Background: an optimization exercise with open tools, aiming at small area, a short achievable clock period and few clock cycles. Do not read the settings as production practice.
No driver is modelled on the clock port, so clocking that relies on it looks cheaper here than on a real chip.

Design conv_yt, start of the top module:
module conv_yt(
input             rst,
input             clk,
output            M0_R_req,
output     [31:0] M0_addr,
input      [31:0] M0_R_data,
output     [3:0]  M0_W_req,
output     [31:0] M0_W_data,
output            M1_R_req,
output     [31:0] M1_addr,
input      [31:0] M1_R_data,
output reg [3:0]  M1_W_req,
output     [31:0] M1_W_data,
input             start,
output reg        finish
);
clock: 26.0 ns
lec_check: 0
abc_area: 1
cap_margin: 20
core_margin: 2
core_utilization: 40
slew_margin: 70
standard.sh (not shown) runs the stock make flow with config.mk's settings and CLKGATE_MAP_FILE= SYNTH_SCRIPT=/design/flow/synth_recipe.tcl, a recipe that flattens the netlist after the stock synthesis.
==> flow/flow/run.sh <==
#!/bin/bash
# The standard layout (standard.sh) with two additions, both hooks of the
# ORFS scripts:
#  - flow/ports.tcl, before the placement's resizing step: the buffers that
#    buffer_ports puts on the ports become buf_4 instead of the default delay
#    buffer;
#  - flow/post_cts.tcl, after clock tree synthesis: setup repair aimed at a
#    shorter clock period than the design's (the constraints are unchanged).
set -euo pipefail
here=$(pwd)
export PRE_RESIZE_TCL="$here/flow/ports.tcl"
export POST_CTS_TCL="$here/flow/post_cts.tcl"
export FLOW_TARGET_NS=6.6
bash standard.sh > "$here/standard_make.log" 2>&1
==> flow/flow/ports.tcl <==
# Port buffers: the buffers buffer_ports put on every input and output, as a
# stronger, faster buffer than the default delay cell.
set n 0
foreach inst [[ord::get_db_block] getInsts] {
  set name [$inst getName]
  if {[regexp {^(input|output)[0-9]+$} $name] && [[$inst getMaster] getName] eq "sky130_fd_sc_hd__clkdlybuf4s50_1"} {
    replace_cell $name sky130_fd_sc_hd__buf_4
    incr n
  }
}
puts "ports.tcl: replaced $n port buffers"
==> flow/flow/post_cts.tcl <==
set target $::env(FLOW_TARGET_NS)
set margin [expr {$::env(FLOW_PERIOD_NS) - $target}]
puts "post_cts.tcl: repair_timing -setup_margin $margin (target $target ns)"
estimate_parasitics -placement
repair_timing -setup -setup_margin $margin -verbose
detailed_placement
check_placement -verbose
estimate_parasitics -placement
report_worst_slack -max
The starting point finished clean.
==> next run, changes <==
==> flow/run.sh (new file) <==
#!/bin/bash
# synth_recipe.tcl (not shown) runs the flow's synth.tcl, then flattens the netlist and writes it again
# the make line also repeats each setting of config.mk as NAME=value (left out here)
make -C /OpenROAD-flow-scripts/flow DESIGN_CONFIG=/design/flow/config.mk WORK_HOME=/design/flow/orfs CLKGATE_MAP_FILE= SYNTH_SCRIPT=/design/flow/synth_recipe.tcl finish
- GPL_TIMING_DRIVEN: not set -> 0
- SLEW_MARGIN: 70 -> 20
removed: flow/flow/run.sh
removed: flow/flow/ports.tcl
removed: flow/flow/post_cts.tcl
removed: flow/standard.sh
- final area drops by 3.1%
- final cell count grows by 3.4%
- critical path depth fell by 6
- global-route usage is higher by 3.5 points
- clock skew went down by 0.0094 ns
- worst setup slack is worse by 2.1 ns
==> next run, changes <==
==> flow/flow/run.sh (new file) <==
#!/bin/bash
# The standard layout (standard.sh), with one change: the buffers that
# buffer_ports puts on the ports become buf_4 instead of the default delay
# buffer (flow/ports.tcl, run before the placement's resizing step).
set -euo pipefail
here=$(pwd)
export PRE_RESIZE_TCL="$here/flow/ports.tcl"
bash standard.sh > "$here/standard_make.log" 2>&1
==> flow/flow/ports.tcl (new file) <==
# Port buffers: the buffers buffer_ports put on every input and output, as a
# stronger, faster buffer than the default delay cell.
set n 0
foreach inst [[ord::get_db_block] getInsts] {
  set name [$inst getName]
  if {[regexp {^(input|output)[0-9]+$} $name] && [[$inst getMaster] getName] eq "sky130_fd_sc_hd__clkdlybuf4s50_1"} {
    replace_cell $name sky130_fd_sc_hd__buf_4
    incr n
  }
}
puts "ports.tcl: replaced $n port buffers"
==> flow/standard.sh (new file) <==
#!/bin/bash
# synth_recipe.tcl (not shown) runs the flow's synth.tcl, then flattens the netlist and writes it again
# the make line also repeats each setting of config.mk as NAME=value (left out here)
make -C /OpenROAD-flow-scripts/flow DESIGN_CONFIG=/design/flow/config.mk WORK_HOME=/design/flow/orfs CLKGATE_MAP_FILE= SYNTH_SCRIPT=/design/flow/synth_recipe.tcl "${@:-finish}"
- GPL_TIMING_DRIVEN: 0 -> not set
- SLEW_MARGIN: 20 -> 70
removed: flow/run.sh
Via count shrinks by 3.4%.
Final area goes down by 0.59%.
Routed wire length is lower by 14%.
Die area does not change.
Setup slack is better by 0.81 ns.
Non-clock buffer count came out lower by 371.
Hold slack gets worse by 0.0081 ns.
First-iteration DRC count shrinks by 1.7%.
Function was not checked in any run of this note: the RTL went through the layout flow alone.

afterwards: timing with drivers on the ports:
Ports are ideal in the flow. The routed layouts listed here were re-timed in OpenROAD.
Step 1 sets driving cells, clkbuf_16 on the clock port and buf_2 on the other inputs (assumed; they add their load-dependent delay and slew).
Step 2, shift: input delay + t, output delay - t, t = (earliest + latest rising clock arrival at the registers) / 2. This alone moves slack from input paths to output paths.
Three values: ideal, step 1, step 2; two values: the first two.
run	t, ns	slack for setup (ns)	hold WS [ns]	worst register clock-pin slew, ns	cell pins on the clock port's net
the first run	0.701	19.100 / 19.100 / 19.100	0.309 / 0.309 / 0.309	0.07 / 0.07	1
the second run	0.698	16.964 / 16.964 / 16.964	0.318 / 0.318 / 0.318	0.07 / 0.07	1
the third run	0.701	17.778 / 17.778 / 17.778	0.310 / 0.310 / 0.310	0.07 / 0.07	1
After both steps every run listed still meets setup and hold.
